Background: an optimization exercise with open tools, aiming at small area. Do not read the settings as production practice.
Only simulation tests tie the RTL to the original design; equivalence was not proved.
No activity file was given, so power comes from the tool's default toggle rates.

--- design/flow/config.mk ---
export PLATFORM = sky130hd
export DESIGN_NAME = division
export DESIGN_NICKNAME = division
export VERILOG_FILES = /design/flow/design.v
export SDC_FILE = /design/flow/constraint.sdc
export NUM_CORES = 4
export LEC_CHECK = 0
export CAP_MARGIN = 20
export CORE_MARGIN = 2
export CORE_UTILIZATION = 40
export SLEW_MARGIN = 20
--- design/flow/constraint.sdc ---
create_clock -name core_clock -period 10.0 [get_ports {clk}]
set_input_delay 2.0000 -clock core_clock [delete_from_list [all_inputs] [get_ports {clk}]]
set_output_delay 2.0000 -clock core_clock [all_outputs]
set_load 0.01 [all_outputs]
--- design/flow/design.v ---
`timescale 1ns / 1ps
module debounce(input pb_1,clk,reset,output pb_out);
	wire slow_clk_en;
	wire Q1,Q2,Q2_bar,Q0;
	clock_enable u1(clk,reset,slow_clk_en);
	my_dff_en d0(clk,reset,slow_clk_en,pb_1,Q0);
	my_dff_en d1(clk,reset,slow_clk_en,Q0,Q1);
	my_dff_en d2(clk,reset,slow_clk_en,Q1,Q2);
	assign Q2_bar = ~Q2;
	assign pb_out = Q1 & Q2_bar & slow_clk_en;
endmodule
module clock_enable(input Clk_100M,reset,output slow_clk_en);
    reg [26:0]counter;
		 always @(posedge Clk_100M)
		 begin
			 if (reset)
				 counter <= 0;
			 else
				 counter <= (counter>=249999)?0:counter+1;
		 end
    assign slow_clk_en = (counter == 249999)?1'b1:1'b0;
endmodule
module my_dff_en(input DFF_CLOCK, reset, clock_enable,D, output reg Q);
    always @ (posedge DFF_CLOCK) begin
			if (reset)
				Q <= 0;
			else if(clock_enable==1) 
				Q <= D;
    end
endmodule 
`timescale 1ns / 1ps
module division(input [3:0] sw, input clk, btn, reset, output reg [7:0] led);
  reg [7:0] dividend;
  reg [7:0] divisor;
  reg [7:0] quotient;
  reg [7:0] remainder;
  reg [3:0] btn_counter;
  localparam integer n = 8;
  integer counter;
  wire pb_out;
  debounce db (.pb_1(btn), .clk(clk), .reset(reset), .pb_out(pb_out));
	always @(posedge clk) begin
	if (reset) begin
		btn_counter <= 0;
		dividend <= 0;
		divisor <= 0;
	end
   if (pb_out) begin
      if (btn_counter == 0) begin
        dividend[7:4] <= sw[3:0];
      end else if (btn_counter == 1) begin
        dividend[3:0] <= sw[3:0];
      end else if (btn_counter == 2) begin
        divisor[7:4] <= sw[3:0];
      end else if (btn_counter == 3) begin
        divisor[3:0] <= sw[3:0];
      end
      btn_counter <= btn_counter + 1;
    end
  end
  always @(posedge clk) begin
  	if (reset) begin
		counter = 7;
		led <= 0;
		quotient = 0;
		remainder = 0;
	end
    if (btn_counter > 3) begin
      if (divisor > dividend) begin
        quotient = 8'b0;
        remainder = dividend;
      end
      else begin
        if ((counter >= 0) && (counter < n)) begin
          remainder = (remainder << 1) | ((dividend >> counter) & 1);
          quotient = quotient << 1;
          if (remainder >= divisor) begin
            remainder = remainder - divisor;
            quotient = quotient | 1;
          end
          counter = counter - 1;
        end
      end
      if (btn_counter == 4) begin
        led <= quotient;
      end
      else if (btn_counter > 4) begin
        led <= remainder;
      end
    end
  end
endmodule
--- design/flow/run.sh ---
#!/bin/bash
# synth_recipe.tcl (not shown) runs the flow's synth.tcl, then flattens the netlist and writes it again
# the make line also repeats each setting of config.mk as NAME=value (left out here)
make -C /OpenROAD-flow-scripts/flow DESIGN_CONFIG=/design/flow/config.mk WORK_HOME=/design/flow/orfs CLKGATE_MAP_FILE= SYNTH_SCRIPT=/design/flow/synth_recipe.tcl finish
==> results of run 1 <==
==> worst max-delay path, stage by stage <==
cell      delay, ns
buf_2          0.07
buf_4          0.50
nor2_1         0.23
a211o_1        0.34
a32o_1         0.25
a22oi_1        0.28
ha_1           0.23
inv_1          0.05
fa_1           0.42
a211oi_1       0.29
o21ai_0        0.14
a311oi_1       0.28
buf_4          0.23
nor2_1         0.11
o21bai_1       0.20
a222oi_1       0.26
o21ai_0        0.13
==> per-stage QoR <==
step                utilization (%)  instance area, sq um  setup WS, ns  hold WS [ns]
finish                         46.3                  5580          4.18         0.451
global route                   46.3                  5580          3.80         0.476
CTS                            46.1                  5560          4.20         0.457
detailed placement             43.8                  5280          3.87         0.445
global placement               43.8                  5280          3.97         0.426
floorplan                         -                  4990          4.66         0.418
==> state kept, by name, indices dropped and copies added (netlist names) <==
signal	count
btn_counter	4
counter	32
db.d0.Q	1
db.d1.Q	1
db.d2.Q	1
db.u1.counter	27
dividend	8
divisor	8
led	8
quotient	8
remainder	8
==> layout make-up <==
class / count / area (sq um)
clock inverters: 7 / 55.1
clock buffers: 9 / 225
inverters: 57 / 214
flip-flops and latches: 106 / 2160
well taps: 168 / 210
multi-input cells: 400 / 2540
fillers: 1198 / 6480
repair buffers: 19 / 176
==> cells in the final DEF, fill, tap and decap left out, types with 5 or more instances in the layout <==
cell type | netlist | layout
and3_1 | 5 | 5
clkbuf_16 | 0 | 9
nor4_1 | 9 | 9
ha_1 | 22 | 22
nor3_1 | 15 | 15
nor2b_1 | 6 | 6
a31oi_1 | 5 | 5
nand2_1 | 44 | 44
nand2b_1 | 8 | 8
o21ai_0 | 51 | 51
conb_1 | 1 | 9
o211ai_1 | 7 | 7
xor2_1 | 12 | 12
dfxtp_1 | 102 | 102
o21bai_1 | 6 | 6
nand3_1 | 18 | 18
nand4_1 | 6 | 6
a22oi_1 | 8 | 8
clkdlybuf4s50_1 | 0 | 13
a21oi_1 | 22 | 22
mux2i_1 | 9 | 9
a21o_1 | 13 | 13
inv_1 | 57 | 57
xnor2_1 | 12 | 12
nor2_1 | 65 | 65
==> power by group through the flow <==
stage,registers [mW],clock network (mW),logic [mW]
6_report,0.497,0.330,0.304
5_1_grt,0.502,0.354,0.335
4_1_cts,0.497,0.339,0.299
3_5_place_dp,0.506,0,0.298
3_3_place_gp,0.505,0,0.292
2_1_floorplan,0.505,0,0.210
==> worst max path at each step <==
stage | to | slack (ns)
after floorplan | remainder[2] | 4.66
after global placement | led[0] | 3.97
after detailed placement | led[0] | 3.87
after CTS | led[0] | 4.20
after global routing | led[0] | 3.80
final | led[0] | 4.18
==> kinds of logic after synthesis <==
family / count (synthesis)
AND/OR/NAND/NOR: 194
buffers and inverters: 80
flip-flops: 106
other: 1
adder cells (fa/ha/maj): 23
XOR/XNOR: 24
multiplexers: 13
AO/OA/AOI/OAI: 137
==> routing by layer <==
metal	wire (microns)	vias up	track usage (%)	share of wire, %
met5	0	-	0	0
met3	399	14	4.06	3.6
li1	-	2011	-	-
met4	156	0	5.14	1.4
met2	5180	70	29.3	47
met1	5260	1896	22.7	48
==> results.py, run 1 <==
metrics = {
    "power": {
        "p_int_mw": 0.776,
        "p_leak_nw": 2.15,
        "power_frac_comb_pct": 26.8,
        "p_total_mw": 1.13,
        "clkPwrFrac_pct": 29.2,
        "seq_power_share_pct": 44.0,
        "power_density_mw_per_mm2": 203,
        "netSwitchingPower_mw": 0.356,
        "ir_drop_v": 0.000110,
        "swShare_pct": 31.5,
    },
    "cts": {
        "numCtsBuffers": 9,
        "clk_pin_slew_worst_paths_ns": 0.07,
        "htreeDepth": 3,
        "clockBufferDepth": 2,
        "cts.sinks": 106,
        "cts.repair.resized": 0,
        "hold_buffers": 0,
        "clk_root_buffer_cell": "clkbuf_16",
        "cts_tree": "done",
        "clock_latency_ns": 0.34,
        "postCtsSetupRepairBufs": 0,
    },
    "sta": {
        "hold_viol_final": 0,
        "fin_skew_ns": 0.00633,
        "clock.fmax_mhz": 172,
        "final-max-slew-violation-count": 0,
        "grt_setup_unrepaired": "no",
        "setup_viol": 0,
        "fin_crit_ns": 5.82,
        "fin_setup_tns_ns": 0,
        "slew_headroom_pct": 38.2,
        "worstMarginPinSlew_ns": 0.919,
        "fin_crit_sh_pct": 58.2,
    },
    "synthesis": {
        "yosysMostFrequentCell": "dfxtp_1",
        "muxShareOfSynthArea_pct": 2.95,
        "synthAdderAreaFrac_pct": 5.95,
        "synth_warnings": 3,
        "synth-xor-area-share_pct": 4.23,
        "synth_cell_type_count": 62,
        "synth_compound_area_share_pct": 17.5,
        "synth-edff-count": 4,
        "synth_top_family_by_area": "simple AND/OR/NAND/NOR gates",
        "synth.top_cell.area_share_pct": 41.1,
        "synthTopCellsByArea": "dfxtp_1 (41%), ha_1 (5.5%), o21ai_0 (5.1%), nor2_1 (4.9%), inv_1 (4.3%)",
        "synthCells": 578,
        "syn_area_sq_mm": 0.00496,
        "syn-mean-instance-area_sq_um": 8.59,
        "synth_ff_type": "dfxtp_1",
        "ys_seq_area_share_pct": 43.6,
        "synth_top_area_cell": "dfxtp_1",
        "synthArstFlopShare_pct": 0,
        "netlist_top_cells_count": "dfxtp_1 (102), nor2_1 (65), inv_1 (57)",
        "synth-seq-cells": 106,
        "yosys.area_share.simple_pct": 19.3,
    },
    "placed_design": {
        "dp_hpwl_microns": 7870,
        "gp_congestion": 0.863,
        "dp.cells": 749,
        "io_buffers": 14,
    },
    "layout": {
        "drive_gt1_share_pct": 6.02,
        "syn2layout_area_growth_pct": 12.5,
        "num_antenna_cells": 0,
        "stdcell_count": 766,
        "finalNetCount": 623,
    },
    "setup_path": {
        "crit_type": "input port to flop",
        "timing.rr.end": "led[0]",
        "crit_path_start_kind": "input port",
        "cp.arrival_ns": 6.04,
        "r2r_start": "counter[0]",
        "cp_data_required_time_ns": 10.22,
        "reg2reg_slack_ns": 6.10,
        "cp_max_fo": 66,
        "endpoint_kind": "flop",
        "crit_path_start": "reset",
        "worst_r2r_path_depth": 14,
    },
    "route": {
        "dr.pass1.iters": 4,
        "routed_wl_microns": 11000,
        "drc": 0,
        "num_vias": 3991,
        "postRouteAntennaNets": 0,
        "wl_per_cell_microns": 14.3,
        "viasPerCell": 5.21,
        "first_iter_violations": 275,
    },
    "global_routing": {
        "grt_pass1_wl_microns": 18500,
        "grt_max_degree": 67,
        "grt_usage_pct": 17.6,
        "gr-total-overflow": 0,
        "antenna_found_initial": 0,
        "grt_pass1_vias": 3853,
    },
    "floorplan": {
        "ioPinCount": 15,
        "start_util_pct": 41.2,
        "fp.dieH_microns": 115,
        "die_area_sq_mm": 0.0133,
        "core-area_sq_mm": 0.0121,
        "die_x_microns": 115,
        "rows": 40,
    },
    "worst_hold_path": {
        "hold_end": "db.u1.counter[0]",
        "min_path_cells": 1,
        "hold_class": "flop to flop",
        "worstHoldStart": "db.u1.counter[0]",
    },
    "flow_run": {
        "maxCapViolCount": 0,
    },
    "outcome": {
        "status": "complete, no violations",
    },
}
==> run 2: changes to the inputs <==
==> design/flow/design.v (replaced) <==
module debounce(input pb_1, clk, reset, output pb_out, output slow_clk_en);
  reg [17:0] cnt;
  reg q0, q1, q2;
  assign slow_clk_en = (cnt[17:12] == 6'h00) && (cnt[10:0] == 11'h321);
  wire clr = reset | slow_clk_en;
  always @(posedge clk) begin
    if (clr)
      cnt <= 18'd0;
    else
      cnt <= {~cnt[16:0], cnt[17] ^ cnt[6]};
  end
  always @(posedge clk) begin
    if (reset) begin
      q0 <= 1'b0;
      q1 <= 1'b0;
      q2 <= 1'b0;
    end else if (slow_clk_en) begin
      q0 <= pb_1;
      q1 <= q0;
      q2 <= q1;
    end
  end
  assign pb_out = q1 & ~q2 & slow_clk_en;
endmodule
module division(input [3:0] sw, input clk, btn, reset, output [7:0] led);
  reg [7:0] dividend;
  reg [7:0] divisor;
  reg [7:0] quotient;
  reg [7:0] remainder;
  reg [3:0] btn_counter;
  reg [3:0] k;         
  reg       show_q;
  wire pb_out, strobe;
  debounce db (.pb_1(btn), .clk(clk), .reset(reset), .pb_out(pb_out), .slow_clk_en(strobe));
  always @(posedge clk) begin
    if (reset) begin
      btn_counter <= 4'd0;
      dividend <= 8'd0;
      divisor <= 8'd0;
    end
    if (pb_out) begin
      case (btn_counter)
        4'd0: dividend[7:4] <= sw;
        4'd1: dividend[3:0] <= sw;
        4'd2: divisor[7:4] <= sw;
        4'd3: divisor[3:0] <= sw;
        default: ;
      endcase
      btn_counter <= btn_counter + 4'd1;
    end
  end
  wire       run = btn_counter[3] | btn_counter[2];
  wire [3:0] k0  = reset ? 4'd7 : k;
  wire [7:0] q0  = reset ? 8'd0 : quotient;
  wire [7:0] r0  = reset ? 8'd0 : remainder;
  wire [7:0] r2   = {r0[6:0], dividend[k0[2:0]]};
  wire [8:0] diff = {1'b0, r2} - {1'b0, divisor};
  wire       ge   = ~diff[8];
  always @(posedge clk) begin
    if (run) begin
      if (divisor > dividend) begin
        quotient <= 8'd0;
        remainder <= dividend;
        k <= k0;
      end else if (!k0[3]) begin
        quotient <= {q0[6:0], ge};
        remainder <= ge ? diff[7:0] : r2;
        k <= k0 - 4'd1;
      end else begin
        quotient <= q0;
        remainder <= r0;
        k <= k0;
      end
      show_q <= (btn_counter == 4'd4);
    end else begin
      quotient <= q0;
      remainder <= r0;
      k <= k0;
      if (reset)
        show_q <= 1'b0;
    end
  end
  assign led = show_q ? quotient : remainder;
endmodule
==> run 2 against run 1 <==
Net effect: sequential power is 43% lower; register-to-register slack better by 0.84 ns; worst setup slack better by 0.88 ns; first-iteration DRC count is 62% lower; sequential share of layout area is 3.7 points lower; non-clock buffer count is 4 lower; highest routed layer unchanged.
==> results.py, run 2 <==
metrics = {
    "synthesis": {
        "synthCells": 336,
        "synthArstFlopShare_pct": 0,
        "synth_warnings": 2,
        "synth-edff-count": 5,
        "synth_ff_type": "dfxtp_1",
        "synth_top_area_cell": "dfxtp_1",
        "yosys.area_share.simple_pct": 19.8,
        "synth-seq-cells": 62,
        "synth-xor-area-share_pct": 2.69,
        "synth_cell_type_count": 52,
        "syn-mean-instance-area_sq_um": 9.68,
        "ys_seq_area_share_pct": 39.7,
        "muxShareOfSynthArea_pct": 14.3,
        "netlist_top_cells_count": "nor2_1 (58), dfxtp_1 (57), inv_1 (24)",
        "synthAdderAreaFrac_pct": 8.69,
        "yosysMostFrequentCell": "nor2_1",
        "synth_top_family_by_area": "simple AND/OR/NAND/NOR gates",
        "synth_compound_area_share_pct": 10.2,
        "synth.top_cell.area_share_pct": 35.1,
        "synthTopCellsByArea": "dfxtp_1 (35%), ha_1 (8.1%), mux2_4 (7.4%), nor2_1 (6.7%), edfxtp_1 (4.6%)",
        "syn_area_sq_mm": 0.00325,
    },
    "power": {
        "p_total_mw": 0.640,
        "power_density_mw_per_mm2": 174,
        "p_leak_nw": 1.53,
        "ir_drop_v": 0.0000775,
    },
    "cts": {
        "cts_tree": "done",
        "clockBufferDepth": 2,
        "clk_pin_slew_worst_paths_ns": 0.08,
        "hold_buffers": 0,
        "cts.sinks": 62,
        "numCtsBuffers": 9,
        "clock_latency_ns": 0.36,
        "clk_root_buffer_cell": "clkbuf_8",
        "htreeDepth": 3,
        "postCtsSetupRepairBufs": 0,
        "cts.repair.resized": 0,
    },
    "placed_design": {
        "dpl_cell_area_sq_mm": 0.00347,
        "gp_congestion": 0.803,
        "io_buffers": 14,
        "dp_hpwl_microns": 4690,
        "dp.cells": 441,
    },
    "global_routing": {
        "antenna_found_initial": 0,
        "grt_pass1_vias": 2208,
        "grt_max_degree": 42,
        "gr-total-overflow": 0,
        "grt_usage_pct": 16.3,
        "grt_pass1_wl_microns": 10900,
    },
    "setup_path": {
        "cp.arrival_ns": 5.18,
        "crit_type": "input port to flop",
        "endpoint_kind": "flop",
        "cp_data_required_time_ns": 10.24,
        "worst_r2r_path_depth": 11,
        "crit_path_start_kind": "input port",
        "cp_max_fo": 41,
    },
    "layout": {
        "seq_area_sq_mm": 0.00129,
        "top_register": "db.cnt",
        "design_area_sq_mm": 0.00368,
        "final_util_pct": 47.2,
        "syn2layout_area_growth_pct": 13.2,
        "multi_input_area_sq_mm": 0.00181,
        "drive_gt1_share_pct": 16.6,
        "layout_commonest_cell": "nor2_1",
        "largest_reg_flops": 18,
        "most-common-layout-cells": "nor2_1 (58), dfxtp_1 (57), inv_1 (24)",
        "finalNetCount": 379,
        "stdcell_count": 457,
        "num_antenna_cells": 0,
        "fill_cells": 752,
    },
    "worst_hold_path": {
        "min_path_cells": 1,
        "hold_class": "flop to flop",
    },
    "floorplan": {
        "ioPinCount": 15,
        "die_area_sq_mm": 0.00887,
        "die_x_microns": 94.2,
        "fp.dieH_microns": 94.2,
        "rows": 32,
        "core-area_sq_mm": 0.00781,
        "start_util_pct": 41.7,
    },
    "route": {
        "routed_wl_microns": 6340,
        "wl_per_cell_microns": 13.9,
        "dr.pass1.iters": 4,
        "drc": 0,
        "viasPerCell": 5.08,
        "postRouteAntennaNets": 0,
        "num_vias": 2321,
        "first_iter_violations": 104,
    },
    "sta": {
        "final-max-slew-violation-count": 0,
        "fin_skew_ns": 0.00981,
        "hold_viol_final": 0,
        "grt_setup_unrepaired": "no",
        "fin_crit_ns": 4.94,
        "setup_viol": 0,
        "clock.fmax_mhz": 202,
        "slew_headroom_pct": 46.1,
        "fin_setup_tns_ns": 0,
        "worstMarginPinSlew_ns": 0.808,
        "fin_crit_sh_pct": 49.4,
    },
    "outcome": {
        "status": "complete, no violations",
    },
    "flow_run": {
        "maxCapViolCount": 0,
    },
}
## run 2: cell types whose count changed in the layout (fill, tap and decap cells not counted), sizes merged, moves of 9 or more
cell	before	now
conb	9	0
dfxtp	102	57
nor3	16	3
mux2	3	25
a21o	13	3
o21ai	51	3
nand2	44	22
inv	58	28
nand3	18	8
nor4	12	2
## run 2: stage by stage
stage | hold WS (ns) | worst slack (ns)
after floorplan | 0.368 | 5.72
after detailed placement | 0.382 | 4.68
after global placement | 0.374 | 4.74
after CTS | 0.393 | 5.03
final | 0.390 | 5.06
after global routing | 0.409 | 4.78
## run 2: kinds of logic (layout without fill, tap and decap cells)
kind of cell,Yosys count,after routing
buffers and inverters,36,55
and+or+nand+nor,124,124
DFF,62,62
xor gates and xnor gates,10,10
AOI/OAI and AO/OA,46,46
muxes,36,36
adders and majority gates,22,22
## run 2: path summary, 6_finish.rpt
path	slack [ns]	startpoint	endpoint
max	5.06	reset	remainder[4]
min	0.39	db.cnt[11]	db.cnt[12]
max reg2reg	6.94	k[0]	remainder[4]
min reg2reg	0.39	db.cnt[11]	db.cnt[12]
## run 2: area by class of cell
class	count	area share [%]
multi-input combinational	238	49.1
sequential	62	35.1
clock buffer	11	4.72
timing repair buffer	15	4.01
tap	102	3.47
inverter	24	2.45
clock inverter	5	1.16
## run 2: critical path, stage by stage
cell and delay [ns]:
clkdlybuf4s50_1 0.45, buf_4 0.36, a21oi_1 0.08, o32ai_1 0.14, o32ai_1 0.13, ha_1 0.24, fa_1 0.40, nand2b_1 0.17
a21oi_1 0.19, a21o_1 0.42, mux2i_1 0.24, nor2_1 0.06, a221o_1 0.28
## run 2: routing by layer
metal  up-vias  GRT usage (%)  part of all wire [%]
met5         -              0                     0
met4         0           8.33                   2.3
met3        10           3.61                   3.8
met2        33           24.1                    43
met1      1087           22.1                    51
li1       1191              -                     -
## run 2: report_power, final
part	switching (mW)	total, mW	internal, mW
registers	0.0138	0.282	0.269
clock network	0.111	0.235	0.124
logic	0.0595	0.122	0.0626
==> run 3: changes to the inputs <==
==> design/flow/flow/run.sh (new file) <==
#!/bin/bash
# Own layout flow: the standard synthesis, then its combinational logic mapped
# again by ABC for area (registers, their names and cell types kept as the
# standard synthesis made them), then the standard layout steps, with clock
# tree synthesis run without dummy loads.
set -euo pipefail
W=$(pwd)
YOSYS=$FLOW_HOME/../tools/install/yosys/bin/yosys
[ -x "$YOSYS" ] || YOSYS=yosys
R=$W/orfs/results/$FLOW_PLATFORM/division/base

bash standard.sh synth > $W/log_synth.txt 2>&1
cp $R/1_2_yosys.v $W/synth_std.v

# cells the platform marks don't-use
DU=$(sed -n '/^export DONT_USE_CELLS/,/^$/p' $FLOW_HOME/platforms/$FLOW_PLATFORM/config.mk \
      | grep -o 'sky130_fd_sc_hd__[A-Za-z0-9_]*' | tr '\n' ' ')
export REMAP_DONT_USE="$DU"
export REMAP_IN=$W/synth_std.v
export REMAP_OUT=$W/synth_remap.v
export REMAP_LIB=$FLOW_HOME/platforms/$FLOW_PLATFORM/lib/sky130_fd_sc_hd__tt_025C_1v80.lib
export REMAP_SCRIPT=$W/flow/area.abc
regs() { grep -oE '^\s*sky130_fd_sc_hd__(e?dfx|df|sdf|dl)[a-z0-9_]* +\S+' "$1" | sed -E 's/_[0-9]+ +/ /' | sort; }
if $YOSYS -c $W/flow/remap.tcl > $W/log_remap.txt 2>&1 \
   && [ -n "$(regs $W/synth_std.v)" ] \
   && [ "$(regs $W/synth_std.v)" == "$(regs $W/synth_remap.v)" ]; then
  cp $W/synth_remap.v $R/1_2_yosys.v
  touch $R/1_2_yosys.v
  rm -f $R/1_synth.odb
fi

bash standard.sh \
  "CTS_ARGS=-sink_clustering_enable -repair_clock_nets -dont_use_dummy_load" \
  finish > $W/log_layout.txt 2>&1
==> design/flow/flow/area.abc (new file) <==
strash
&get -n
&deepsyn -T 20
&put
dch -f
amap
==> design/flow/flow/remap.tcl (new file) <==
# Map the standard synthesis's combinational logic again for area. Every
# sequential and tie cell stays as it is (blackboxed), so the registers keep
# their instance names and cell types.
yosys -import
set lib $::env(REMAP_LIB)
read_liberty -ignore_miss_func $lib
read_verilog $::env(REMAP_IN)
hierarchy -top division
blackbox sky130_fd_sc_hd__df* sky130_fd_sc_hd__edf* sky130_fd_sc_hd__sdf* sky130_fd_sc_hd__dl* sky130_fd_sc_hd__conb_1
flatten
hierarchy -top division
opt_clean
set du {}
foreach c $::env(REMAP_DONT_USE) { lappend du -dont_use $c }
abc -liberty $lib {*}$du -script $::env(REMAP_SCRIPT)
opt_clean -purge
hilomap -singleton -hicell sky130_fd_sc_hd__conb_1 HI -locell sky130_fd_sc_hd__conb_1 LO
insbuf -buf sky130_fd_sc_hd__buf_4 A X
opt_clean -purge
tee -o $::env(REMAP_OUT).stat stat -liberty $lib
write_verilog -noattr -nohex -nodec $::env(REMAP_OUT)
==> design/flow/standard.sh (new file) <==
#!/bin/bash
# synth_recipe.tcl (not shown) runs the flow's synth.tcl, then flattens the netlist and writes it again
# the make line also repeats each setting of config.mk as NAME=value (left out here)
make -C /OpenROAD-flow-scripts/flow DESIGN_CONFIG=/design/flow/config.mk WORK_HOME=/design/flow/orfs CLKGATE_MAP_FILE= SYNTH_SCRIPT=/design/flow/synth_recipe.tcl "${@:-finish}"
removed: design/flow/run.sh
==> run 3 against run 2 <==
Net effect: flip-flop and latch count unchanged; critical path type unchanged; maximum frequency shrank 27%; hold slack lost 0.0089 ns; worst setup slack worse by 1.8 ns; final cell count down 12%; still clean on timing, DRC and antenna; largest power group unchanged; clock power down 32%; highest routed layer unchanged; sequential power decreased by 5%; sequential share of layout area is 10 points higher; register-to-register slack worse by 1.7 ns.
==> results.py, run 3 <==
metrics = {
    "placed_design": {
        "gp_congestion": 0.871,
        "io_buffers": 14,
        "dpl_cell_area_sq_mm": 0.00272,
        "dp_hpwl_microns": 4210,
    },
    "cts": {
        "clockBufferDepth": 2,
        "cts.sinks": 62,
        "hold_buffers": 0,
        "postCtsSetupRepairBufs": 0,
        "cts.repair.resized": 0,
        "clock_latency_ns": 0.34,
        "clk_pin_slew_worst_paths_ns": 0.07,
        "clk_root_buffer_cell": "clkbuf_8",
        "cts_tree": "done",
        "htreeDepth": 3,
        "numCtsBuffers": 9,
    },
    "floorplan": {
        "core-area_sq_mm": 0.00596,
        "die_area_sq_mm": 0.00687,
        "fp.dieH_microns": 82.9,
        "rows": 28,
        "die_x_microns": 82.9,
        "ioPinCount": 15,
        "start_util_pct": 41.8,
    },
    "sta": {
        "hold_viol_final": 0,
        "worstMarginPinSlew_ns": 0.630,
        "clock.fmax_mhz": 149,
        "slew_headroom_pct": 57.9,
        "grt_setup_unrepaired": "no",
        "final-max-slew-violation-count": 0,
        "fin_crit_sh_pct": 67.3,
        "setup_viol": 0,
        "fin_crit_ns": 6.73,
        "fin_setup_tns_ns": 0,
        "fin_skew_ns": 0.0189,
    },
    "power": {
        "ir_drop_v": 0.0000901,
        "power_density_mw_per_mm2": 161,
        "seq_power_share_pct": 58.2,
        "clkPwrFrac_pct": 35.0,
        "netSwitchingPower_mw": 0.106,
        "swShare_pct": 23.1,
        "p_leak_nw": 0.984,
        "p_int_mw": 0.353,
        "power_frac_comb_pct": 6.8,
    },
    "setup_path": {
        "cp_data_required_time_ns": 10.17,
        "cp.arrival_ns": 6.90,
        "cp_max_fo": 11,
        "endpoint_kind": "flop",
        "crit_path_start_kind": "input port",
        "crit_type": "input port to flop",
    },
    "synthesis": {
        "synth_warnings": 2,
        "syn-mean-instance-area_sq_um": 8.19,
        "synthCells": 304,
        "syn_area_sq_mm": 0.00249,
    },
    "global_routing": {
        "gr-total-overflow": 0,
        "grt_max_degree": 20,
        "antenna_found_initial": 0,
        "grt_usage_pct": 17.2,
        "grt_pass1_wl_microns": 9360,
        "grt_pass1_vias": 1976,
    },
    "layout": {
        "most-common-layout-cells": "dfxtp_1 (57), clkinv_1 (52), nor2_1 (47)",
        "design_area_sq_mm": 0.00285,
        "top_register": "db.cnt",
        "num_antenna_cells": 0,
        "syn2layout_area_growth_pct": 14.4,
        "largest_reg_flops": 18,
        "layout_commonest_cell": "dfxtp_1",
        "final_util_pct": 47.8,
        "finalNetCount": 336,
        "drive_gt1_share_pct": 2.75,
    },
    "worst_hold_path": {
        "hold_class": "flop to flop",
    },
    "route": {
        "viasPerCell": 5.44,
        "wl_per_cell_microns": 14.0,
        "first_iter_violations": 96,
        "postRouteAntennaNets": 0,
        "routed_wl_microns": 5640,
        "dr.pass1.iters": 4,
        "num_vias": 2186,
        "drc": 0,
    },
    "flow_run": {
        "maxCapViolCount": 0,
    },
    "outcome": {
        "status": "complete, no violations",
    },
}
run 3: cell types whose count changed in the layout (fill, tap and decap cells not counted), sizes merged, moves of 8 or more:
cell | previous run | this run
clkinv | 0 | 52
o22ai | 0 | 41
inv | 28 | 0
mux2 | 25 | 0
ha | 21 | 0
nor2 | 60 | 47
a21oi | 17 | 5
nand2 | 22 | 34
mux2i | 10 | 0
o21ai | 3 | 11
run 3: layer usage:
layer | GRT usage [%] | vias up | part of all wire (%)
met5 | 0 | - | 0
met4 | 9.54 | 0 | 2.0
met3 | 3.78 | 11 | 5.2
met2 | 25.4 | 52 | 42
met1 | 23.3 | 986 | 51
li1 | - | 1137 | -
run 3: worst paths after layout:
kind,from,end,slack (ns),cells after the start
setup / recovery,reset,remainder[5],3.27,24
hold / removal,db.cnt[11],db.cnt[12],0.38,1
setup reg to reg,k[0],remainder[5],5.28,23
hold reg to reg,db.cnt[11],db.cnt[12],0.38,1
run 3: stage by stage:
| stage | worst slack (ns) | hold slack [ns] | total power, mW | instances |
|---|---|---|---|---|
| finish | 3.27 | 0.382 | 0.459 | 402 |
| global route | 2.80 | 0.398 | 0.477 | 402 |
| CTS | 3.41 | 0.384 | 0.463 | 402 |
| detailed placement | 3.09 | 0.373 | 0.304 | 393 |
| global placement | 3.32 | 0.372 | 0.303 | 393 |
| floorplan | 4.44 | 0.368 | 0.290 | 304 |
run 3: final cells by class:
cell class	instances	area (sq um)
fill	609	3110
timing repair buffer	14	140
multi-input combinational	190	1000
tap	75	93.8
inverter	52	195
clock buffer	9	124
sequential	62	1290
run 3: critical path, stage by stage:
cell and delay, ns:
clkdlybuf4s50_1 0.74, nor2_1 0.14, nand3_1 0.11, nand2_1 0.05, o32ai_1 0.35, nor2b_1 0.26
nand2_1 0.07, a31oi_1 0.23, nor2b_1 0.21, o22ai_1 0.12, nor2_1 0.14, o21ai_0 0.14
nor2_1 0.17, o21ai_0 0.14, nor2_1 0.15, o21ai_0 0.11, nor2b_1 0.16, a221oi_1 0.34
nor2b_1 0.21, nor2_1 0.07, nor2_1 0.49, a211oi_1 0.15, o211ai_1 0.19, o221ai_1 0.13
run 3: power by group through the flow:
stage	registers (mW)	logic (mW)	clock network (mW)
detailed placement	0.272	0.0314	0
CTS	0.267	0.0315	0.164
finish	0.267	0.0313	0.160
floorplan	0.270	0.0196	0
global placement	0.272	0.0310	0
global route	0.268	0.0350	0.174
==> run 4: changes to the inputs <==
--- a/design/flow/flow/run.sh
+++ b/design/flow/flow/run.sh
@@ -4,3 +4,4 @@
 # standard synthesis made them), then the standard layout steps, with clock
-# tree synthesis run without dummy loads.
+# tree synthesis run without dummy loads and with clkbuf_4 only, and the
+# port buffers made of buf_1.
 set -euo pipefail
@@ -32,3 +33,4 @@
 bash standard.sh \
-  "CTS_ARGS=-sink_clustering_enable -repair_clock_nets -dont_use_dummy_load" \
+  "CTS_ARGS=-sink_clustering_enable -repair_clock_nets -dont_use_dummy_load -buf_list sky130_fd_sc_hd__clkbuf_4" \
+  "BUFFER_PORTS_ARGS=-buffer_cell sky130_fd_sc_hd__buf_1" \
   finish > $W/log_layout.txt 2>&1
==> run 4 against run 3 <==
Net effect: clock skew grew 0.013 ns; final cell count unchanged; non-clock buffer count stayed put; synthesized cell count unchanged; largest cell class unchanged.
==> results.py, run 4 <==
metrics = {
    "outcome": {
        "status": "complete, no violations",
    },
    "floorplan": {
        "core-area_sq_mm": 0.00596,
        "die_x_microns": 82.9,
        "fp.dieH_microns": 82.9,
        "die_area_sq_mm": 0.00687,
        "start_util_pct": 41.8,
        "rows": 28,
        "ioPinCount": 15,
    },
    "setup_path": {
        "cp.arrival_ns": 6.62,
        "cp_max_fo": 11,
        "endpoint_kind": "flop",
        "cp_data_required_time_ns": 10.24,
        "worst_r2r_path_depth": 25,
        "reg2reg_slack_ns": 5.27,
        "timing.rr.end": "remainder[4]",
        "crit_path_start": "reset",
        "r2r_start": "k[0]",
        "crit_type": "input port to flop",
        "crit_path_start_kind": "input port",
    },
    "power": {
        "power_density_mw_per_mm2": 152,
        "ir_drop_v": 0.0000810,
        "p_total_mw": 0.411,
        "p_leak_nw": 0.926,
    },
    "route": {
        "wl_per_cell_microns": 13.7,
        "drc": 0,
        "first_iter_violations": 149,
        "wl_met1_microns": 2760,
        "met3_length_microns": 292,
        "met2_length_microns": 2300,
        "top_layer": "met4",
        "num_vias": 2153,
        "dr.pass1.iters": 4,
        "routed_wl_microns": 5510,
        "postRouteAntennaNets": 0,
        "viasPerCell": 5.36,
    },
    "layout": {
        "top_register": "db.cnt",
        "drive_gt1_share_pct": 2.75,
        "layout_commonest_cell": "dfxtp_1",
        "largest_reg_flops": 18,
        "num_antenna_cells": 0,
        "syn2layout_area_growth_pct": 8.59,
        "fill_cells": 626,
        "finalNetCount": 336,
        "most-common-layout-cells": "dfxtp_1 (57), clkinv_1 (52), nor2_1 (47)",
    },
    "synthesis": {
        "syn_area_sq_mm": 0.00249,
        "syn-mean-instance-area_sq_um": 8.19,
        "synth_warnings": 2,
        "synthCells": 304,
    },
    "global_routing": {
        "antenna_found_initial": 0,
        "grt_pass1_wl_microns": 9380,
        "gr-total-overflow": 0,
        "grt_usage_pct": 17.2,
        "grt_max_degree": 20,
        "grt_pass1_vias": 1978,
    },
    "sta": {
        "setup_viol": 0,
        "final-max-slew-violation-count": 0,
        "fin_crit_ns": 6.38,
        "clock.fmax_mhz": 157,
        "fin_skew_ns": 0.0315,
        "hold_viol_final": 0,
        "grt_setup_unrepaired": "no",
        "worstMarginPinSlew_ns": 0.614,
        "slew_headroom_pct": 58.9,
        "fin_crit_sh_pct": 63.8,
        "fin_setup_tns_ns": 0,
    },
    "cts": {
        "cts_tree": "done",
        "htreeDepth": 3,
        "postCtsSetupRepairBufs": 0,
        "clk_root_buffer_cell": "clkbuf_4",
        "hold_buffers": 0,
        "clock_latency_ns": 0.40,
        "cts.repair.resized": 0,
        "cts.sinks": 62,
        "clk_pin_slew_worst_paths_ns": 0.09,
        "numCtsBuffers": 9,
        "clockBufferDepth": 2,
    },
    "placed_design": {
        "dp_hpwl_microns": 4170,
        "io_buffers": 14,
        "gp_congestion": 0.850,
    },
    "worst_hold_path": {
        "hold_class": "flop to flop",
        "worstHoldStart": "db.cnt[11]",
        "hold_end": "db.cnt[12]",
        "min_path_cells": 1,
    },
    "flow_run": {
        "maxCapViolCount": 0,
    },
}
==> run 4: metrics by stage <==
stage                     std cells  worst slack (ns)  utilization (%)  hold WS, ns  area, sq um
after CTS                       402              3.72             45.4        0.393         2700
after global routing            402              3.14             45.4        0.395         2700
after global placement          393              3.64             44.3        0.374         2640
after floorplan                 304              4.44                -        0.368         2490
after detailed placement        393              3.33             44.3        0.378         2640
final                           402              3.62             45.4        0.391         2700
==> run 4: layout make-up <==
type                            count  area [sq um]  share of cell area [%]
Sequential cell                    62          1290                    47.8
Clock buffer                        9          67.6                    2.50
Inverter                           52           195                    7.22
Tap cell                           75          93.8                    3.47
Multi-Input combinational cell    190          1000                    37.1
Timing Repair Buffer               14          52.6                    1.94
==> run 4: worst max-delay path: stages <==
cell	delay, ns
buf_1	0.42
nor2_1	0.15
nand3_1	0.12
nand2_1	0.05
o32ai_1	0.34
nor2b_1	0.25
nand2_1	0.07
a31oi_1	0.24
nor2b_1	0.22
o22ai_1	0.12
nor2_1	0.14
o21ai_0	0.14
nor2_1	0.14
o21ai_0	0.14
nor2_1	0.15
o21ai_0	0.12
nor2b_1	0.16
a221oi_1	0.35
nor2b_1	0.21
nor2_1	0.06
nor2_1	0.47
a211oi_1	0.13
o21ai_0	0.11
o31ai_1	0.09
nand2_1	0.09
o221ai_1	0.10
==> run 4: worst max path at each step <==
stage          slack (ns)           end
3_3_place_gp         3.64  remainder[4]
4_1_cts              3.72  remainder[4]
5_1_grt              3.14  remainder[4]
6_report             3.62  remainder[4]
3_5_place_dp         3.33  remainder[4]
2_1_floorplan        4.44  remainder[4]
==> run 4: per-layer routing <==
layer,vias up,track usage [%]
met5,-,0
met4,0,8.94
met3,13,4.57
met2,47,24.9
met1,966,23.6
li1,1127,-
==> run 4: report_power, final <==
part           internal [mW]  switching (mW)  total [mW]
clock                 0.0417          0.0754       0.117
sequential             0.260         0.00717       0.267
combinational        0.00906          0.0182      0.0272
==> run 5: changes to the inputs <==
--- a/design/flow/design.v
+++ b/design/flow/design.v
@@ -36,3 +36,2 @@
     if (reset) begin
-      btn_counter <= 4'd0;
       dividend <= 8'd0;
@@ -48,4 +47,4 @@
       endcase
-      btn_counter <= btn_counter + 4'd1;
     end
+    btn_counter <= (btn_counter & {4{~reset | pb_out}}) + {3'd0, pb_out};
   end
==> design/flow/flow/area.abc (replaced) <==
strash
&get -n
&deepsyn -J 50 -T 60
&put
dch -f
amap
==> run 5 against run 4 <==
Net effect: register-to-register slack gained 0.46 ns; still clean; critical path type unchanged; critical path depth shrank 2; largest power group unchanged; critical endpoint is now remainder[6]; final area shrank 1.2%.
==> results.py, run 5 <==
metrics = {
    "power": {
        "p_leak_nw": 0.889,
        "clkPwrFrac_pct": 29.1,
        "power_frac_comb_pct": 6.5,
        "p_int_mw": 0.306,
        "netSwitchingPower_mw": 0.101,
        "seq_power_share_pct": 64.4,
        "power_density_mw_per_mm2": 153,
        "swShare_pct": 24.8,
        "ir_drop_v": 0.0000948,
    },
    "cts": {
        "hold_buffers": 0,
        "clockBufferDepth": 2,
        "numCtsBuffers": 9,
        "clk_pin_slew_worst_paths_ns": 0.11,
        "cts.repair.resized": 0,
        "cts_tree": "done",
        "htreeDepth": 3,
        "postCtsSetupRepairBufs": 0,
        "clock_latency_ns": 0.41,
        "cts.sinks": 62,
        "clk_root_buffer_cell": "clkbuf_4",
    },
    "route": {
        "drc": 0,
        "viasPerCell": 5.42,
        "dr.pass1.iters": 4,
        "num_vias": 2163,
        "first_iter_violations": 122,
        "postRouteAntennaNets": 0,
        "routed_wl_microns": 5570,
        "wl_per_cell_microns": 14.0,
    },
    "floorplan": {
        "start_util_pct": 41.5,
        "die_area_sq_mm": 0.00678,
        "ioPinCount": 15,
        "rows": 28,
        "fp.dieH_microns": 82.4,
        "core-area_sq_mm": 0.00592,
        "die_x_microns": 82.4,
    },
    "sta": {
        "hold_viol_final": 0,
        "clock.fmax_mhz": 169,
        "fin_crit_sh_pct": 59.2,
        "worstMarginPinSlew_ns": 0.567,
        "grt_setup_unrepaired": "no",
        "slew_headroom_pct": 61.8,
        "fin_skew_ns": 0.0351,
        "whs_ns": 0.371,
        "fin_setup_tns_ns": 0,
        "fin_crit_ns": 5.92,
        "final-max-slew-violation-count": 0,
        "fin_ws_ns": 4.08,
        "setup_viol": 0,
    },
    "flow_run": {
        "maxCapViolCount": 0,
    },
    "setup_path": {
        "reg2reg_slack_ns": 5.73,
        "crit_top_cell": "nor2_1",
        "cp_num_buf_inv": 1,
        "endpoint_kind": "flop",
        "crit_path_start_kind": "input port",
        "max_stage_delay_ns": 0.44,
        "cp_top_family": "simple AND/OR/NAND/NOR gates",
        "cp.arrival_ns": 6.18,
        "crit_type": "input port to flop",
        "critPathSlowestCell": "buf_1",
        "cp_max_fo": 11,
        "cp_data_required_time_ns": 10.26,
        "path_cells": "buf_1 -> nor2_1 -> nor3_1 -> o32ai_1 -> nor2_1 -> nand2_1 -> a31oi_1 -> nand2_1 -> a31oi_1 -> nor2b_1 -> nor2_1 -> o22ai_1 -> nand2_1 -> a31oi_1 -> nor2b_1 -> o22ai_1 -> nor2_1 -> nor2_1 -> nor2_1 -> nor3_1 -> a21oi_1 -> nor2_1 -> a21oi_1 -> o22ai_1",
    },
    "placed_design": {
        "io_buffers": 14,
        "dpl_cell_area_sq_mm": 0.00260,
        "pre_cts_ws_ns": 3.76,
        "dp_hpwl_microns": 4150,
        "gp_congestion": 0.806,
    },
    "layout": {
        "layout_commonest_cell": "dfxtp_1",
        "num_antenna_cells": 0,
        "top_register": "db.cnt",
        "most-common-layout-cells": "dfxtp_1 (61), clkinv_1 (54), nor2_1 (48)",
        "drive_gt1_share_pct": 2.78,
        "syn2layout_area_growth_pct": 8.71,
        "largest_reg_flops": 18,
        "finalNetCount": 333,
        "design_area_sq_mm": 0.00267,
        "fill_cells": 612,
    },
    "synthesis": {
        "synth_warnings": 2,
        "syn_area_sq_mm": 0.00246,
        "syn-mean-instance-area_sq_um": 8.16,
        "synthCells": 301,
    },
    "outcome": {
        "status": "complete, no violations",
    },
    "global_routing": {
        "grt_pass1_wl_microns": 9230,
        "grt_usage_pct": 18.4,
        "grt.busiest_layer": "met2",
        "grt_util_met3_pct": 5.54,
        "antenna_found_initial": 0,
        "grt_max_degree": 19,
        "grtUsageMet2_pct": 25.9,
        "grt_pass1_vias": 1980,
        "grt_util_met1_pct": 25.6,
        "gr-total-overflow": 0,
    },
    "worst_hold_path": {
        "hold_class": "flop to flop",
    },
}
==> run 5: layer usage <==
layer / vias up / part of all wire, %
met3: 15 / 5.3
met1: 959 / 52
met2: 59 / 40
met4: 0 / 2.9
li1: 1130 / -
met5: - / 0
==> run 5: through the flow <==
stage	total power, mW	utilization (%)	instances
finish	0.408	45.1	399
global route	0.426	45.1	399
CTS	0.411	45.1	399
detailed placement	0.295	44.0	390
global placement	0.294	44.0	390
floorplan	0.285	-	301
==> run 5: worst reg2reg max path, delay by kind of cell (launching register included) <==
kind             cells  cell delay, ns
flip-flops           1            0.47
AND/OR/NAND/NOR     14            2.12
AO/OA/AOI/OAI        9            1.55
==> run 5: power by group through the flow <==
stage	clock [mW]	sequential (mW)	combinational, mW
floorplan	0	0.266	0.0183
finish	0.119	0.263	0.0263
global route	0.133	0.264	0.0295
global placement	0	0.268	0.0259
CTS	0.123	0.263	0.0262
detailed placement	0	0.268	0.0262
==> run 5: cell type report <==
class                           count  area, sq um  share of cell area (%)
Inverter                           54          203                    7.59
Multi-Input combinational cell    185         1000                    37.5
Tap cell                           75         93.8                    3.51
Timing Repair Buffer               14         52.6                    1.97
Clock buffer                        9         67.6                    2.53
Sequential cell                    62         1250                    46.9
==> run 5: path summary, 6_finish.rpt <==
| kind | startpoint | endpoint | depth (start not counted) |
|---|---|---|---|
| setup / recovery | reset | remainder[6] | 24 |
| hold / removal | db.cnt[11] | db.cnt[12] | 1 |
| setup reg to reg | k[1] | remainder[6] | 23 |
| hold reg to reg | db.cnt[11] | db.cnt[12] | 1 |
==> run 6: changes to the inputs <==
--- a/design/flow/flow/run.sh
+++ b/design/flow/flow/run.sh
@@ -2,3 +2,3 @@
 # Own layout flow: the standard synthesis, then its combinational logic mapped
-# again by ABC for area (registers, their names and cell types kept as the
+# again by ABC for area, best of several runs (registers, their names and cell types kept as the
 # standard synthesis made them), then the standard layout steps, with clock
@@ -20,10 +20,28 @@
 export REMAP_IN=$W/synth_std.v
-export REMAP_OUT=$W/synth_remap.v
 export REMAP_LIB=$FLOW_HOME/platforms/$FLOW_PLATFORM/lib/sky130_fd_sc_hd__tt_025C_1v80.lib
-export REMAP_SCRIPT=$W/flow/area.abc
 regs() { grep -oE '^\s*sky130_fd_sc_hd__(e?dfx|df|sdf|dl)[a-z0-9_]* +\S+' "$1" | sed -E 's/_[0-9]+ +/ /' | sort; }
-if $YOSYS -c $W/flow/remap.tcl > $W/log_remap.txt 2>&1 \
-   && [ -n "$(regs $W/synth_std.v)" ] \
-   && [ "$(regs $W/synth_std.v)" == "$(regs $W/synth_remap.v)" ]; then
-  cp $W/synth_remap.v $R/1_2_yosys.v
+# several ABC runs (one per deepsyn seed); the smallest netlist that
+# keeps the standard synthesis's registers is used
+remap() {  # remap NAME SCRIPT-TEXT
+  printf "$2" > $W/remap_$1.abc
+  REMAP_OUT=$W/remap_$1.v REMAP_SCRIPT=$W/remap_$1.abc \
+    timeout 600 $YOSYS -c $W/flow/remap.tcl > $W/log_remap_$1.txt 2>&1 || true
+}
+i=0
+for S in 0 1 2 3 4 5 6 7; do
+  remap s$S "strash\n&get -n\n&deepsyn -J 100 -T 120 -S $S\n&put\ndch -f\namap\n" &
+  i=$((i+1)); if [ $((i % 4)) -eq 0 ]; then wait; fi
+done
+wait
+best=""; besta=""
+for f in $W/remap_s*.v; do
+  [ -f "$f.stat" ] || continue
+  a=$(awk '/Chip area/ {print $NF}' "$f.stat")
+  [ -n "$a" ] || continue
+  [ -n "$(regs $W/synth_std.v)" ] && [ "$(regs $W/synth_std.v)" == "$(regs $f)" ] || continue
+  if [ -z "$besta" ] || awk -v a=$a -v b=$besta 'BEGIN{exit !(a<b)}'; then best=$f; besta=$a; fi
+done
+echo "remap picked: $best $besta" > $W/log_remap_pick.txt
+if [ -n "$best" ]; then
+  cp $best $R/1_2_yosys.v
   touch $R/1_2_yosys.v
--- a/design/flow/flow/remap.tcl
+++ b/design/flow/flow/remap.tcl
@@ -5,8 +5,9 @@
 set lib $::env(REMAP_LIB)
+set top [expr {[info exists ::env(FLOW_TOP)] ? $::env(FLOW_TOP) : "division"}]
 read_liberty -ignore_miss_func $lib
 read_verilog $::env(REMAP_IN)
-hierarchy -top division
+hierarchy -top $top
 blackbox sky130_fd_sc_hd__df* sky130_fd_sc_hd__edf* sky130_fd_sc_hd__sdf* sky130_fd_sc_hd__dl* sky130_fd_sc_hd__conb_1
 flatten
-hierarchy -top division
+hierarchy -top $top
 opt_clean
removed: design/flow/flow/area.abc
==> run 6 against run 5 <==
Net effect: largest power group unchanged; clock power hardly changed; sequential power hardly changed; worst setup slack worse by 0.34 ns; combinational power is 8% lower; critical path depth is 3 lower; still clean on timing, DRC and antenna.
==> results.py, run 6 <==
metrics = {
    "outcome": {
        "status": "complete, no violations",
    },
    "global_routing": {
        "grt_pass1_wl_microns": 9180,
        "grt_max_degree": 20,
        "grt_pass1_vias": 1894,
        "antenna_found_initial": 0,
        "grt_usage_pct": 18.4,
        "gr-total-overflow": 0,
    },
    "cts": {
        "clk_root_buffer_cell": "clkbuf_4",
        "postCtsSetupRepairBufs": 0,
        "clk_pin_slew_worst_paths_ns": 0.08,
        "clock_latency_ns": 0.41,
        "cts.repair.resized": 0,
        "clockBufferDepth": 2,
        "numCtsBuffers": 9,
        "htreeDepth": 3,
        "cts.sinks": 62,
        "hold_buffers": 0,
        "cts_tree": "done",
    },
    "floorplan": {
        "die_area_sq_mm": 0.00674,
        "ioPinCount": 15,
        "fp.dieH_microns": 82.1,
        "core-area_sq_mm": 0.00592,
        "die_x_microns": 82.1,
        "rows": 28,
        "start_util_pct": 41.2,
    },
    "sta": {
        "setup_viol": 0,
        "fin_skew_ns": 0.0214,
        "final-max-slew-violation-count": 0,
        "fin_crit_sh_pct": 62.6,
        "clock.fmax_mhz": 160,
        "hold_viol_final": 0,
        "whs_ns": 0.392,
        "fin_crit_ns": 6.26,
        "worstMarginPinSlew_ns": 0.801,
        "slew_headroom_pct": 46.2,
        "grt_setup_unrepaired": "no",
        "fin_setup_tns_ns": 0,
    },
    "synthesis": {
        "synthCells": 293,
        "synth_warnings": 2,
        "syn_area_sq_mm": 0.00244,
        "syn-mean-instance-area_sq_um": 8.33,
    },
    "layout": {
        "final_util_pct": 44.9,
        "num_antenna_cells": 0,
        "syn2layout_area_growth_pct": 8.97,
        "seq_area_sq_mm": 0.00125,
        "layout_commonest_cell": "dfxtp_1",
        "largest_reg_flops": 18,
        "drive_gt1_share_pct": 3.15,
        "top_register": "db.cnt",
        "most-common-layout-cells": "dfxtp_1 (61), clkinv_1 (52), o22ai_1 (39)",
        "finalNetCount": 326,
        "fill_cells": 600,
        "design_area_sq_mm": 0.00266,
        "multi_input_area_sq_um": 995,
        "stdcell_count": 392,
    },
    "route": {
        "viasPerCell": 5.59,
        "num_vias": 2192,
        "drc": 0,
        "routed_wl_microns": 5530,
        "dr.pass1.iters": 5,
        "wl_per_cell_microns": 14.1,
        "first_iter_violations": 157,
        "postRouteAntennaNets": 0,
    },
    "setup_path": {
        "cp_data_required_time_ns": 10.32,
        "endpoint_kind": "flop",
        "cp.arrival_ns": 6.57,
        "crit_type": "input port to flop",
        "crit_path_start_kind": "input port",
        "cp_max_fo": 12,
        "reg2reg_slack_ns": 5.37,
    },
    "placed_design": {
        "io_buffers": 14,
        "dpl_cell_area_sq_mm": 0.00259,
        "dp_hpwl_microns": 4130,
        "gp_congestion": 0.895,
        "dp.cells": 382,
    },
    "power": {
        "p_leak_nw": 0.889,
        "ir_drop_v": 0.0000808,
        "power_density_mw_per_mm2": 152,
    },
    "worst_hold_path": {
        "hold_class": "flop to flop",
    },
    "flow_run": {
        "maxCapViolCount": 0,
    },
}
## run 6: changes by cell type in the layout (fill, tap and decap cells not counted), sizes merged, moves of 2 or more
| cell | delta |
|---|---|
| a211oi | +6 |
| o22ai | -3 |
| nor2b | -3 |
| a221oi | -2 |
| nand4 | +2 |
| clkinv | -2 |
| a31oi | -4 |
| nor2 | -10 |
| nand3 | -4 |
| o21ai | +9 |
| nor3 | -2 |
## run 6: final cells by class
class | instances | share of cell area, %
flip-flops and latches | 62 | 47.0
multi-input cells | 179 | 37.4
inverters | 52 | 7.34
well taps | 75 | 3.53
clock buffers | 9 | 2.54
repair buffers | 15 | 2.16
## run 6: stage by stage
| stage | setup WS [ns] | total power, mW |
|---|---|---|
| 5_1_grt | 3.14 | 0.423 |
| 3_5_place_dp | 3.40 | 0.292 |
| 4_1_cts | 3.83 | 0.409 |
| 2_1_floorplan | 4.51 | 0.283 |
| 6_report | 3.74 | 0.405 |
| 3_3_place_gp | 3.63 | 0.292 |
## run 6: power breakdown
part	total, mW	internal (mW)	switching (mW)
logic	0.0243	0.00761	0.0167
registers	0.262	0.256	0.00641
clock network	0.119	0.0417	0.0771
## run 6: path summary, 6_finish.rpt
check                   start            to  cells past startpoint
setup / recovery        reset  remainder[4]                     21
hold reg to reg    db.cnt[11]    db.cnt[12]                      1
hold / removal     db.cnt[11]    db.cnt[12]                      1
setup reg to reg  dividend[7]  remainder[4]                     20
## run 6: worst max-delay path: stages
cell,delay (ns)
buf_1,0.40
nor2_1,0.15
o41ai_1,0.67
nor2_1,0.12
o22ai_1,0.26
nor2_1,0.08
o21ai_0,0.26
nor2_1,0.09
o21ai_0,0.30
nor2_1,0.10
o21ai_0,0.30
nor2_1,0.09
o21ai_0,0.27
nor2_1,0.09
o21ai_0,0.22
nor2_1,0.09
o22a_1,0.32
a211oi_1,0.30
o21ai_0,0.14
o311a_1,0.15
o22ai_1,0.16
## run 6: per-layer routing
metal  up-vias  part of all wire, %  global-route usage, %
met3        10                  6.0                   4.24
met4         0                  1.9                   9.50
met2        60                   40                   25.4
met5         -                    0                      0
li1       1127                    -                      -
met1       995                   52                   26.6
==> run 7: changes to the inputs <==
--- a/design/flow/design.v
+++ b/design/flow/design.v
@@ -29,3 +29,3 @@
   reg [7:0] remainder;
-  reg [3:0] btn_counter;
+  reg [3:0] btn_counter;   
   reg [3:0] k;         
@@ -33,2 +33,4 @@
   wire pb_out, strobe;
+  wire [3:0] pc_next = {btn_counter[2:0],
+                        btn_counter[3] ^ btn_counter[2] ^ (btn_counter[2:0] == 3'b000)};
   debounce db (.pb_1(btn), .clk(clk), .reset(reset), .pb_out(pb_out), .slow_clk_en(strobe));
@@ -41,6 +43,6 @@
       case (btn_counter)
-        4'd0: dividend[7:4] <= sw;
-        4'd1: dividend[3:0] <= sw;
-        4'd2: divisor[7:4] <= sw;
-        4'd3: divisor[3:0] <= sw;
+        4'b0000: dividend[7:4] <= sw;
+        4'b0001: dividend[3:0] <= sw;
+        4'b0010: divisor[7:4] <= sw;
+        4'b0100: divisor[3:0] <= sw;
         default: ;
@@ -48,5 +50,6 @@
     end
-    btn_counter <= (btn_counter & {4{~reset | pb_out}}) + {3'd0, pb_out};
+    btn_counter <= ({4{pb_out}} & pc_next) | ({4{~pb_out & ~reset}} & btn_counter);
   end
-  wire       run = btn_counter[3] | btn_counter[2];
+  wire       run = !(btn_counter == 4'b0000 || btn_counter == 4'b0001 ||
+                     btn_counter == 4'b0010 || btn_counter == 4'b0100);
   wire [3:0] k0  = reset ? 4'd7 : k;
@@ -72,3 +75,3 @@
       end
-      show_q <= (btn_counter == 4'd4);
+      show_q <= (btn_counter == 4'b1001);
     end else begin
==> run 7 against run 6 <==
Net effect: still clean on timing, DRC and antenna; final cell count up 1.5%; combinational power is 53% lower; register-to-register slack better by 0.31 ns; first-iteration DRC count fell by 11%; maximum frequency up 7.6%; clock skew is 0.0042 ns higher; largest cell class unchanged; largest power group unchanged.
==> results.py, run 7 <==
metrics = {
    "outcome": {
        "status": "complete, no violations",
    },
    "cts": {
        "clockBufferDepth": 2,
        "htreeDepth": 3,
        "cts.sinks": 62,
        "cts.repair.resized": 0,
        "cts_tree": "done",
        "hold_buffers": 0,
        "clk_pin_slew_worst_paths_ns": 0.10,
        "clk_root_buffer_cell": "clkbuf_4",
        "postCtsSetupRepairBufs": 0,
        "clock_latency_ns": 0.40,
        "numCtsBuffers": 9,
    },
    "floorplan": {
        "rows": 28,
        "die_area_sq_mm": 0.00673,
        "ioPinCount": 15,
        "start_util_pct": 41.1,
        "core-area_sq_mm": 0.00592,
        "fp.dieH_microns": 82.0,
        "die_x_microns": 82.0,
    },
    "setup_path": {
        "timing.rr.end": "remainder[6]",
        "crit_path_start_kind": "input port",
        "reg2reg_slack_ns": 5.68,
        "r2r_start": "dividend[7]",
        "crit_type": "input port to flop",
        "worst_r2r_path_depth": 23,
        "cp_data_required_time_ns": 10.27,
        "endpoint_kind": "flop",
        "cp.arrival_ns": 6.08,
        "cp_max_fo": 8,
        "crit_path_start": "reset",
    },
    "sta": {
        "worstMarginPinSlew_ns": 0.590,
        "slew_headroom_pct": 60.6,
        "fin_crit_ns": 5.82,
        "fin_skew_ns": 0.0255,
        "setup_viol": 0,
        "fin_crit_sh_pct": 58.2,
        "grt_setup_unrepaired": "no",
        "clock.fmax_mhz": 172,
        "hold_viol_final": 0,
        "final-max-slew-violation-count": 0,
        "fin_setup_tns_ns": 0,
    },
    "synthesis": {
        "synthCells": 299,
        "syn-mean-instance-area_sq_um": 8.15,
        "synth_warnings": 2,
        "syn_area_sq_mm": 0.00244,
    },
    "global_routing": {
        "antenna_found_initial": 0,
        "grt_pass1_vias": 1904,
        "grt_pass1_wl_microns": 8930,
        "grt_usage_pct": 18.3,
        "grt_max_degree": 19,
        "gr-total-overflow": 0,
    },
    "power": {
        "p_leak_nw": 0.932,
        "p_total_mw": 0.385,
        "ir_drop_v": 0.000105,
        "power_density_mw_per_mm2": 145,
    },
    "placed_design": {
        "dp_hpwl_microns": 4000,
        "gp_congestion": 0.806,
        "io_buffers": 14,
    },
    "route": {
        "wl_per_cell_microns": 13.5,
        "postRouteAntennaNets": 0,
        "wl_met1_microns": 2720,
        "first_iter_violations": 140,
        "viasPerCell": 5.43,
        "num_vias": 2162,
        "dr.pass1.iters": 4,
        "met3_length_microns": 315,
        "top_layer": "met4",
        "drc": 0,
        "met2_length_microns": 2310,
        "routed_wl_microns": 5390,
    },
    "worst_hold_path": {
        "min_path_cells": 1,
        "hold_class": "flop to flop",
        "worstHoldStart": "db.cnt[11]",
        "hold_end": "db.cnt[12]",
    },
    "layout": {
        "top_register": "db.cnt",
        "fill_cells": 620,
        "finalNetCount": 332,
        "syn2layout_area_growth_pct": 9.09,
        "drive_gt1_share_pct": 3.10,
        "seq_area_sq_mm": 0.00125,
        "most-common-layout-cells": "dfxtp_1 (61), clkinv_1 (57), o22ai_1 (42)",
        "layout_commonest_cell": "dfxtp_1",
        "multi_input_area_sq_um": 971,
        "largest_reg_flops": 18,
        "num_antenna_cells": 0,
    },
    "flow_run": {
        "maxCapViolCount": 0,
    },
}
-- run 7: cell type report --
type	instances	share of cell area [%]
well taps	75	3.53
multi-input cells	180	36.5
inverters	57	8.05
flip-flops and latches	62	47.1
repair buffers	15	2.26
clock buffers	9	2.54
-- run 7: worst max-delay path, cell delays in order --
cell,delay (ns)
buf_1,0.29
nor2_1,0.14
nand3_1,0.10
nand2_1,0.06
o32ai_1,0.36
clkinv_1,0.14
o21ai_0,0.28
o21ai_0,0.17
nor2_1,0.14
o21ai_0,0.13
nor2_1,0.14
o21ai_0,0.12
nor2_1,0.13
o21ai_0,0.11
nor2_1,0.13
o21ai_0,0.15
nor2_1,0.17
o21ai_0,0.14
o21ai_0,0.48
o21bai_1,0.23
or2_0,0.23
a211oi_1,0.08
nand2_1,0.08
o21ai_0,0.07
-- run 7: report_power, final --
part | switching, mW | internal, mW
combinational | 0.00784 | 0.00348
sequential | 0.00299 | 0.253
clock | 0.0758 | 0.0417
total | 0.0867 | 0.298
-- run 7: worst max-delay path by stage --
stage	to	slack [ns]	cells past startpoint
CTS	remainder[6]	4.31	24
global placement	remainder[6]	4.09	24
finish	remainder[6]	4.18	24
floorplan	remainder[3]	4.70	24
global route	remainder[6]	3.55	24
detailed placement	remainder[6]	3.92	24
-- run 7: layer usage --
| metal | vias up | GRT usage (%) |
|---|---|---|
| met2 | 59 | 27.6 |
| li1 | 1117 | - |
| met3 | 4 | 7.91 |
| met4 | 0 | 6.33 |
| met1 | 982 | 23.3 |
| met5 | - | 0 |
-- run 7: stage by stage --
step | cells | util (%) | area, sq um | hold slack (ns) | worst slack (ns)
floorplan | 299 | - | 2440 | 0.368 | 4.70
global placement | 389 | 43.7 | 2590 | 0.369 | 4.09
detailed placement | 389 | 43.7 | 2590 | 0.378 | 3.92
CTS | 398 | 44.9 | 2660 | 0.394 | 4.31
global route | 398 | 44.9 | 2660 | 0.412 | 3.55
finish | 398 | 44.9 | 2660 | 0.390 | 4.18
==> run 8: changes to the inputs <==
--- a/design/flow/flow/run.sh
+++ b/design/flow/flow/run.sh
@@ -1,7 +1,2 @@
 #!/bin/bash
-# Own layout flow: the standard synthesis, then its combinational logic mapped
-# again by ABC for area, best of several runs (registers, their names and cell types kept as the
-# standard synthesis made them), then the standard layout steps, with clock
-# tree synthesis run without dummy loads and with clkbuf_4 only, and the
-# port buffers made of buf_1.
 set -euo pipefail
@@ -30,3 +25,3 @@
 i=0
-for S in 0 1 2 3 4 5 6 7; do
+for S in 0 1 2 3 4 5 6 7 8 9 10 11 12 13 14 15; do
   remap s$S "strash\n&get -n\n&deepsyn -J 100 -T 120 -S $S\n&put\ndch -f\namap\n" &
@@ -50,5 +45,17 @@
 
-bash standard.sh \
-  "CTS_ARGS=-sink_clustering_enable -repair_clock_nets -dont_use_dummy_load -buf_list sky130_fd_sc_hd__clkbuf_4" \
-  "BUFFER_PORTS_ARGS=-buffer_cell sky130_fd_sc_hd__buf_1" \
-  finish > $W/log_layout.txt 2>&1
+layout() {  # layout CLOCK-BUFFER LOG
+  bash standard.sh \
+    "CTS_ARGS=-sink_clustering_enable -repair_clock_nets -dont_use_dummy_load -buf_list $1" \
+    "BUFFER_PORTS_ARGS=-buffer_cell sky130_fd_sc_hd__buf_1" \
+    finish > $2 2>&1
+}
+layout sky130_fd_sc_hd__clkbuf_4 $W/log_layout.txt
+
+RESULTS=$R openroad -no_init -exit $W/flow/clkslew.tcl > $W/log_clkslew.txt 2>&1 || true
+slew=$(awk '/^CLKSLEW_PS/ {print $2}' $W/log_clkslew.txt)
+if [ -z "$slew" ] || awk -v s="$slew" 'BEGIN{exit !(s > 118)}'; then
+  mkdir -p $W/first_layout
+  cp $R/6_final.odb $W/first_layout/ 2>/dev/null || true
+  rm -f $R/4_* $R/5_* $R/6_* $W/out/final.def
+  layout sky130_fd_sc_hd__clkbuf_8 $W/log_layout2.txt
+fi
==> design/flow/flow/clkslew.tcl (new file) <==
# Prints the largest slew (ps) at a flip-flop clock pin of the final layout,
# with its extracted parasitics.
set R $::env(RESULTS)
read_liberty $::env(REMAP_LIB)
read_db $R/6_final.odb
read_sdc $R/6_final.sdc
read_spef $R/6_final.spef
set worst 0.0
foreach pin [get_pins -hierarchical */CLK] {
  foreach a {min max} {
    foreach e {rise fall} {
      set s [get_property $pin slew_${a}_$e]
      if {[string is double -strict $s]} {
        set ps [expr {[sta::time_ui_sta $s] * 1e12}]
        if {$ps > $worst} { set worst $ps }
      }
    }
  }
}
puts "CLKSLEW_PS $worst"
==> run 8 against run 7 <==
Net effect: clock-buffer cell count did not move; worst setup slack did not move; routed wire length did not move; clock skew did not move; largest power group unchanged.
==> results.py, run 8 <==
metrics = {
    "outcome": {
        "status": "complete, no violations",
    },
    "cts": {
        "clock_latency_ns": 0.40,
        "cts.repair.resized": 0,
        "clockBufferDepth": 2,
        "postCtsSetupRepairBufs": 0,
        "cts.sinks": 62,
        "clk_root_buffer_cell": "clkbuf_4",
        "hold_buffers": 0,
        "cts_tree": "done",
        "htreeDepth": 3,
        "clk_pin_slew_worst_paths_ns": 0.10,
        "numCtsBuffers": 9,
    },
    "synthesis": {
        "syn_area_sq_mm": 0.00244,
        "syn-mean-instance-area_sq_um": 8.15,
        "synthCells": 299,
        "synth_warnings": 2,
    },
    "global_routing": {
        "antenna_found_initial": 0,
        "gr-total-overflow": 0,
        "grt_pass1_vias": 1904,
        "grt_pass1_wl_microns": 8930,
        "grt_max_degree": 19,
        "grt_usage_pct": 18.3,
    },
    "route": {
        "wl_per_cell_microns": 13.5,
        "drc": 0,
        "viasPerCell": 5.43,
        "num_vias": 2162,
        "dr.pass1.iters": 4,
        "postRouteAntennaNets": 0,
        "routed_wl_microns": 5390,
        "first_iter_violations": 140,
    },
    "placed_design": {
        "io_buffers": 14,
        "dp_hpwl_microns": 4000,
        "gp_congestion": 0.806,
    },
    "floorplan": {
        "start_util_pct": 41.1,
        "fp.dieH_microns": 82.0,
        "core-area_sq_mm": 0.00592,
        "ioPinCount": 15,
        "rows": 28,
        "die_area_sq_mm": 0.00673,
        "die_x_microns": 82.0,
    },
    "setup_path": {
        "critPathSlowestCell": "o21ai_0",
        "crit_top_cell": "o21ai_0",
        "crit_type": "input port to flop",
        "cp.arrival_ns": 6.08,
        "cp_max_fo": 8,
        "crit_path_start_kind": "input port",
        "endpoint_kind": "flop",
        "path_cells": "buf_1 -> nor2_1 -> nand3_1 -> nand2_1 -> o32ai_1 -> clkinv_1 -> o21ai_0 -> o21ai_0 -> nor2_1 -> o21ai_0 -> nor2_1 -> o21ai_0 -> nor2_1 -> o21ai_0 -> nor2_1 -> o21ai_0 -> nor2_1 -> o21ai_0 -> o21ai_0 -> o21bai_1 -> or2_0 -> a211oi_1 -> nand2_1 -> o21ai_0",
        "cp_data_required_time_ns": 10.27,
        "max_stage_delay_ns": 0.48,
    },
    "sta": {
        "whs_ns": 0.390,
        "final-max-slew-violation-count": 0,
        "hold_viol_final": 0,
        "fin_skew_ns": 0.0255,
        "fin_crit_sh_pct": 58.2,
        "fin_setup_tns_ns": 0,
        "fin_crit_ns": 5.82,
        "grt_setup_unrepaired": "no",
        "setup_viol": 0,
        "clock.fmax_mhz": 172,
        "worstMarginPinSlew_ns": 0.590,
        "slew_headroom_pct": 60.6,
    },
    "layout": {
        "layout_commonest_cell": "dfxtp_1",
        "num_antenna_cells": 0,
        "top_register": "db.cnt",
        "most-common-layout-cells": "dfxtp_1 (61), clkinv_1 (57), o22ai_1 (42)",
        "drive_gt1_share_pct": 3.10,
        "syn2layout_area_growth_pct": 9.09,
        "largest_reg_flops": 18,
        "finalNetCount": 332,
        "fill_cells": 620,
    },
    "power": {
        "p_leak_nw": 0.932,
        "power_density_mw_per_mm2": 145,
        "ir_drop_v": 0.000105,
    },
    "flow_run": {
        "maxCapViolCount": 0,
    },
    "worst_hold_path": {
        "hold_class": "flop to flop",
    },
}
==> run 8: per-layer routing <==
metal | vias to the layer above | track usage [%] | wire length, microns
li1 | 1117 | - | -
met1 | 982 | 23.3 | 2720
met2 | 59 | 27.6 | 2310
met3 | 4 | 7.91 | 315
met4 | 0 | 6.33 | 43
met5 | - | 0 | 0
==> run 8: final cells by class <==
cell class / count / area (sq um) / area share (%)
inverter: 57 / 214 / 8.05
sequential: 62 / 1250 / 47.1
clock buffer: 9 / 67.6 / 2.54
tap: 75 / 93.8 / 3.53
timing repair buffer: 15 / 60.1 / 2.26
multi-input combinational: 180 / 971 / 36.5
==> run 8: path summary, 6_finish.rpt <==
check / startpoint / to / slack [ns] / cells after the start
max reg2reg: dividend[7] / remainder[6] / 5.68 / 23
max: reset / remainder[6] / 4.18 / 24
min: db.cnt[11] / db.cnt[12] / 0.39 / 1
min reg2reg: db.cnt[11] / db.cnt[12] / 0.39 / 1
==> run 8: through the flow <==
| step | worst slack, ns | instance area, sq um | std cells | utilization (%) | power (mW) |
|---|---|---|---|---|---|
| after floorplan | 4.70 | 2440 | 299 | - | 0.268 |
| after global placement | 4.09 | 2590 | 389 | 43.7 | 0.273 |
| after detailed placement | 3.92 | 2590 | 389 | 43.7 | 0.273 |
| after CTS | 4.31 | 2660 | 398 | 44.9 | 0.390 |
| after global routing | 3.55 | 2660 | 398 | 44.9 | 0.405 |
| final | 4.18 | 2660 | 398 | 44.9 | 0.385 |
==> run 8: worst max-delay path, delay by kind of cell <==
| family | cells | cell delay, ns |
|---|---|---|
| buffers and inverters | 2 | 0.43 |
| AOI/OAI and AO/OA | 12 | 2.32 |
| and+or+nand+nor | 10 | 1.32 |
==> run 8: power by group <==
part	switching (mW)	internal, mW	total, mW
Combinational	0.00784	0.00348	0.0113
Sequential	0.00299	0.253	0.256
Clock	0.0758	0.0417	0.118
Total	0.0867	0.298	0.385

Re-timed with assumed drivers on the ports (clkbuf_16 on the clock, buf_2 on other inputs), run 8 has 4.185 ns of setup slack against 4.185 ns with ideal ports, and 3.767 ns once port delays also move by the mid clock arrival of 0.418 ns.
